This is an optimization exercise on Yosys and OpenROAD, whose aim is a short achievable clock period and few clock cycles, not a production implementation. In this exercise RTL edits were held to simulation tests only and were not proved equivalent to the original. Power is estimated from default activity; no workload was simulated.

== rev 12 ==
==> flow/design.v <==
module cpu(clk, rst, imem_addr, imem_rdata, dmem_addr, dmem_wdata, dmem_we, dmem_rdata);
input clk, rst;
input [31:0] imem_rdata, dmem_rdata;
output [31:0] imem_addr, dmem_addr, dmem_wdata;
output dmem_we;
reg  [9:0]  pcF;
reg  [31:0] instD;
reg  [31:1] rsOH, rtOH;    
reg  [9:0]  pcp1D;
reg         vD, ptD;
reg  [31:0] aE, bE, sE;
reg         lateE;
reg         oAdd, oSub, oAnd, oOr, oSlt, oSll;
reg         wrE, ldE, stE, brE, beqE, ptE;
reg  [4:0]  dstE;
reg  [9:0]  altE;
reg  [31:0] aluM, sdM;
reg         wrM, ldM, stM;
reg  [4:0]  dstM;
reg  [31:0] resW;
reg         wrW;
reg  [4:0]  dstW;
reg  [31:0] rf [1:31];
wire [31:0] instF = imem_rdata;
wire [5:0]  opF   = instF[31:26];
wire        brF   = (opF[5:1] == 5'b00010);
wire        sameF = (instF[25:21] == instF[20:16]);    
reg  [31:0] zr;     
wire        zeqF  = zr[instF[25:21]] & zr[instF[20:16]];
wire        ptF   = brF & ((sameF | zeqF) ? ~opF[0] : (opF[0] | instF[15]));
wire [9:0]  pcp1F = pcF + 10'd1;
wire [9:0]  tgtF  = pcp1F + instF[9:0];
wire [31:0] sum  = aE + bE;
wire [32:0] dif33 = {1'b0, aE} - {1'b0, bE};
wire [31:0] diff = dif33[31:0];
wire        lt   = dif33[32];             
wire [31:0] shl  = aE << bE[10:6];
wire [31:0] resE = ({32{oAdd}} & sum) | ({32{oSub}} & diff) | ({32{oAnd}} & (aE & bE)) |
                   ({32{oOr}} & (aE | bE)) | {31'd0, oSlt & lt} | ({32{oSll}} & shl);
wire eq     = (aE == bE);
wire mispEx = brE & ~(eq ^ beqE ^ ptE);    
reg  mispE;             
reg  [9:0] altM;
wire [5:0] opD = instD[31:26];
wire [5:0] fnD = instD[5:0];
wire [4:0] rsD = instD[25:21];
wire [4:0] rtD = instD[20:16];
wire [4:0] rdD = instD[15:11];
wire isR    = vD & (opD == 6'h00);
wire isAddi = vD & (opD == 6'h08);
wire isLw   = vD & (opD == 6'h23);
wire isSw   = vD & (opD == 6'h2b);
wire isBeq  = vD & (opD == 6'h04);
wire isBne  = vD & (opD == 6'h05);
wire isJ    = vD & (opD == 6'h02);
wire [4:0] dstD = isR ? rdD : rtD;
wire wrD   = (isR | isAddi | isLw) & (dstD != 5'd0);
wire useRs = isR | isAddi | isLw | isSw | isBeq | isBne;
wire useRt = isR | isBeq | isBne;           
wire immD  = isAddi | isLw | isSw;
wire [31:0] simmD = {{16{instD[15]}}, instD[15:0]};
wire rsE_hit = wrE & (dstE == rsD);
wire rtE_hit = wrE & (dstE == rtD);
wire rsM_hit = wrM & (dstM == rsD);
wire rtM_hit = wrM & (dstM == rtD);
wire rsW_hit = wrW & (dstW == rsD);
wire rtW_hit = wrW & (dstW == rtD);
wire stall = ldE & ((useRs & rsE_hit) | (useRt & rtE_hit));
reg  [31:0] rfA, rfB;
integer k;
integer j;
always @* begin
  rfA = 32'd0;
  rfB = 32'd0;
  for (k = 1; k < 32; k = k + 1) begin
    rfA = rfA | ({32{rsOH[k]}} & rf[k]);
    rfB = rfB | ({32{rtOH[k]}} & rf[k]);
  end
end
wire [31:0] valM = ldM ? dmem_rdata : aluM;      
wire [31:0] oldA = rsM_hit ? valM : rsW_hit ? resW : rfA;
wire [31:0] oldB = rtM_hit ? valM : rtW_hit ? resW : rfB;
wire [9:0] tgtD = pcp1D + instD[9:0];
wire isBrD  = isBeq | isBne;
wire [31:0] Xy = aE ^ bE;
wire [31:0] genc = aE | bE;                           
wire sumEq  = ~Xy[0] & (&(Xy[31:1] ~^ genc[30:0]));
wire zcmp   = (rtD == 5'd0) ? rsE_hit : (rsD == 5'd0) & rtE_hit;
wire resD   = zcmp & oAdd;                             
wire mispD  = isBrD & resD & ~(sumEq ^ isBeq ^ ptD);
wire fR_add = isR & (fnD == 6'h20);
wire fR_sub = isR & (fnD == 6'h22);
wire fR_and = isR & (fnD == 6'h24);
wire fR_or  = isR & (fnD == 6'h25);
wire fR_slt = isR & ((fnD == 6'h2a) | (fnD == 6'h02));
wire fR_sll = isR & (fnD == 6'h00);
function [31:0] fwd(input hit, input [31:0] other);
  fwd = ({32{hit & oAdd}} & sum) | ({32{hit & oSub}} & diff) |
        ({32{hit & oAnd}} & (aE & bE)) | ({32{hit & oOr}} & (aE | bE)) |
        {31'd0, hit & oSlt & lt} | ({32{hit & oSll}} & shl) | ({32{~hit}} & other);
endfunction
assign imem_addr  = {20'd0, pcF, 2'b00};
assign dmem_addr  = aluM;
assign dmem_wdata = sdM;
assign dmem_we    = stM;
reg [9:0] pcE;       
always @* begin
  if (mispE)      pcE = altM;
  else if (stall) pcE = pcF;
  else            pcE = instD[9:0];
end
wire redir = mispE | stall | isJ;
wire [9:0] pcN0 = redir ? pcE : ptF ? tgtF : pcp1F;
wire [9:0] pcN = (mispD & ~mispE & ~stall) ? (ptD ? pcp1D : tgtD) : pcN0;
always @(posedge clk or negedge rst) begin
  if (!rst) begin
    pcF <= 10'd0;
    vD <= 1'b0;
    wrE <= 1'b0; ldE <= 1'b0; stE <= 1'b0; brE <= 1'b0;
    wrM <= 1'b0; ldM <= 1'b0; stM <= 1'b0; mispE <= 1'b0;
    wrW <= 1'b0;
  end else begin
    pcF <= pcN;
    if (mispE | (mispD & ~stall)) vD <= 1'b0;
    else if (!stall) vD <= 1'b1;
    if (mispE | stall) begin
      wrE <= 1'b0; ldE <= 1'b0; stE <= 1'b0; brE <= 1'b0;
    end else begin
      wrE <= wrD; ldE <= isLw; stE <= isSw; brE <= isBrD & ~resD;
    end
    if (mispE) begin
      wrM <= 1'b0; ldM <= 1'b0; stM <= 1'b0; mispE <= 1'b0;
    end else begin
      wrM <= wrE; ldM <= ldE; stM <= stE; mispE <= mispEx;
    end
    wrW <= wrM;
  end
end
always @(posedge clk) begin
  if (!stall) begin
    instD <= instF;
    for (j = 1; j < 32; j = j + 1) begin
      rsOH[j] <= (instF[25:21] == j);
      rtOH[j] <= (instF[20:16] == j);
    end
    pcp1D <= pcp1F;
    ptD   <= ptF & ~isJ;
  end
  aE <= fwd(rsE_hit, oldA);
  bE <= fwd(rtE_hit & ~immD, immD ? simmD : oldB);
  sE <= fwd(rtE_hit, oldB);
  lateE <= rtE_hit & ldE;
  oAdd <= isAddi | isLw | isSw | fR_add;
  oSub <= fR_sub;
  oAnd <= fR_and;
  oOr  <= fR_or;
  oSlt <= fR_slt;
  oSll <= fR_sll;
  dstE <= dstD;
  beqE <= isBeq;
  ptE  <= ptD;
  altE <= ptD ? pcp1D : tgtD;
  altM <= altE;
  aluM <= resE;
  sdM <= lateE ? dmem_rdata : sE;
  dstM <= dstE;
  resW <= valM;
  dstW <= dstM;
end
always @(posedge clk or negedge rst) begin
  if (!rst) zr <= 32'hffffffff;
  else if (wrW) zr[dstW] <= ~|resW;
end
integer i;
always @(posedge clk or negedge rst) begin
  if (!rst) begin
    for (i = 1; i < 32; i = i + 1) rf[i] <= 32'd0;
  end else if (wrW) begin
    rf[dstW] <= resW;
  end
end
endmodule
Settings: LEC_CHECK=0, ABC_CLOCK_PERIOD_IN_PS=1000, CAP_MARGIN=30, CORE_MARGIN=2, CORE_UTILIZATION=40, PLACE_DENSITY=0.6, SETUP_SLACK_MARGIN=5.0, SLEW_MARGIN=30; clock period 8.0 ns.
run.sh (not shown) runs the stock make flow with config.mk's settings and CLKGATE_MAP_FILE= SYNTH_SCRIPT=/design/flow/synth_recipe.tcl, a recipe that flattens the netlist after the stock synthesis.
Testbench counts of rev 12, summed over its fixed seeds: cycles 64,038.
--- input diff rev 12..rev 13 ---
--- a/flow/design.v
+++ b/flow/design.v
@@ -10,5 +10,5 @@
 reg         vD, ptD;
 reg  [31:0] aE, bE, sE;
-reg         lateE;
+reg         lateE, sfwdE;    
 reg         oAdd, oSub, oAnd, oOr, oSlt, oSll;
 reg         wrE, ldE, stE, brE, beqE, ptE;
@@ -27,6 +27,5 @@
 wire        sameF = (instF[25:21] == instF[20:16]);    
 reg  [31:0] zr;     
-wire        zeqF  = zr[instF[25:21]] & zr[instF[20:16]];
-wire        ptF   = brF & ((sameF | zeqF) ? ~opF[0] : (opF[0] | instF[15]));
+wire        ptF   = brF & (sameF ? ~opF[0] : (opF[0] | instF[15]));
 wire [9:0]  pcp1F = pcF + 10'd1;
 wire [9:0]  tgtF  = pcp1F + instF[9:0];
@@ -60,10 +59,5 @@
 wire immD  = isAddi | isLw | isSw;
 wire [31:0] simmD = {{16{instD[15]}}, instD[15:0]};
-wire rsE_hit = wrE & (dstE == rsD);
-wire rtE_hit = wrE & (dstE == rtD);
-wire rsM_hit = wrM & (dstM == rsD);
-wire rtM_hit = wrM & (dstM == rtD);
-wire rsW_hit = wrW & (dstW == rsD);
-wire rtW_hit = wrW & (dstW == rtD);
+reg rsE_hit, rtE_hit, rsM_hit, rtM_hit, rsW_hit, rtW_hit;
 wire stall = ldE & ((useRs & rsE_hit) | (useRt & rtE_hit));
 reg  [31:0] rfA, rfB;
@@ -89,4 +83,8 @@
 wire resD   = zcmp & oAdd;                             
 wire mispD  = isBrD & resD & ~(sumEq ^ isBeq ^ ptD);
+wire zA     = (rsD == 5'd0) | (|(rsOH & zr[31:1]));
+wire zB     = (rtD == 5'd0) | (|(rtOH & zr[31:1]));
+wire ovrD   = isBrD & ~resD & zA & zB & (ptD ^ isBeq);
+wire redD   = mispD | ovrD;
 wire fR_add = isR & (fnD == 6'h20);
 wire fR_sub = isR & (fnD == 6'h22);
@@ -112,5 +110,5 @@
 wire redir = mispE | stall | isJ;
 wire [9:0] pcN0 = redir ? pcE : ptF ? tgtF : pcp1F;
-wire [9:0] pcN = (mispD & ~mispE & ~stall) ? (ptD ? pcp1D : tgtD) : pcN0;
+wire [9:0] pcN = (redD & ~mispE & ~stall) ? (ptD ? pcp1D : tgtD) : pcN0;
 always @(posedge clk or negedge rst) begin
   if (!rst) begin
@@ -122,5 +120,5 @@
   end else begin
     pcF <= pcN;
-    if (mispE | (mispD & ~stall)) vD <= 1'b0;
+    if (mispE | (redD & ~stall)) vD <= 1'b0;
     else if (!stall) vD <= 1'b1;
     if (mispE | stall) begin
@@ -137,5 +135,15 @@
   end
 end
+wire [4:0] rsN = stall ? rsD : instF[25:21];      
+wire [4:0] rtN = stall ? rtD : instF[20:16];
+wire wrEN = wrD & ~stall & ~mispE;                 
+wire wrMN = wrE & ~mispE;                          
 always @(posedge clk) begin
+  rsE_hit <= wrEN & (dstD == rsN);
+  rtE_hit <= wrEN & (dstD == rtN);
+  rsM_hit <= wrMN & (dstE == rsN);
+  rtM_hit <= wrMN & (dstE == rtN);
+  rsW_hit <= wrM & (dstM == rsN);
+  rtW_hit <= wrM & (dstM == rtN);
   if (!stall) begin
     instD <= instF;
@@ -149,6 +157,7 @@
   aE <= fwd(rsE_hit, oldA);
   bE <= fwd(rtE_hit & ~immD, immD ? simmD : oldB);
-  sE <= fwd(rtE_hit, oldB);
+  sE <= oldB;
   lateE <= rtE_hit & ldE;
+  sfwdE <= rtE_hit & ~ldE;
   oAdd <= isAddi | isLw | isSw | fR_add;
   oSub <= fR_sub;
@@ -159,9 +168,9 @@
   dstE <= dstD;
   beqE <= isBeq;
-  ptE  <= ptD;
-  altE <= ptD ? pcp1D : tgtD;
+  ptE  <= ptD ^ ovrD;
+  altE <= (ptD ^ ovrD) ? pcp1D : tgtD;
   altM <= altE;
   aluM <= resE;
-  sdM <= lateE ? dmem_rdata : sE;
+  sdM <= lateE ? dmem_rdata : sfwdE ? aluM : sE;
   dstM <= dstE;
   resW <= valM;
## What came out
- Rev 12 has higher portion of the layout cell area used by clock cells than rev 13.
- On sequential area share after synthesis, rev 13 tracks rev 12 almost exactly.
- Compare rev 12 and rev 13 | share of total power in combinational logic lower: rev 12
- Every stage of the flow completed for rev 13, and the final layout passed the timing, DRC and antenna checks.
- A critical path launch point of rsOH[22] is what rev 13 shows, while imem_rdata[17] belongs to rev 12.
- Rev 12 was smaller in final cell area than rev 13.
- As far as global placer's final weighted congestion is concerned, rev 12 and rev 13 perform about the same.
- Rev 12 and rev 13 ended up with roughly the same sequential share of layout area.
- Largest net degree at the start of global routing (rev 13 vs. rev 12) decreases by a few percent
- Rev 13 ends up with a setup slack that is 0.091 ns lower than in rev 12.
Testbench counts of rev 13, summed over its fixed seeds: cycles 64,412.

[afterwards: timing with drivers on the ports]
No port has a modelled driver above. Below, the same layouts with a new extraction and two added sets of constraints. Step 1 (the two cells are an assumption about what drives the block):
set clk [get_ports {clk}]
set_driving_cell -lib_cell sky130_fd_sc_hd__clkbuf_16 $clk
set_driving_cell -lib_cell sky130_fd_sc_hd__buf_2 [delete_from_list [all_inputs] $clk]
Step 2 moves the port delays by t, midway between the first and last clock arrival at a register: inputs arrive t later, outputs are due t later. That takes back most of the time a late clock gives input paths. Three values: ideal, step 1, step 2; two values: the first two.
run | t, ns | setup slack, ns | clock arrival spread, ns | slew at the worst register clock pin (ns) | cell pins on the clock port's net
rev 12 | 0.890 | 4.652 / 4.633 / 3.743 | 0.050 / 0.050 | 0.07 / 0.07 | 1
rev 13 | 0.911 | 4.561 / 4.561 / 4.097 | 0.056 / 0.057 | 0.08 / 0.08 | 1
After both steps every run listed still meets setup and hold. The setup slack of rev 12, which loses most, moves by -0.019 ns with the drivers and by -0.909 ns with both steps.
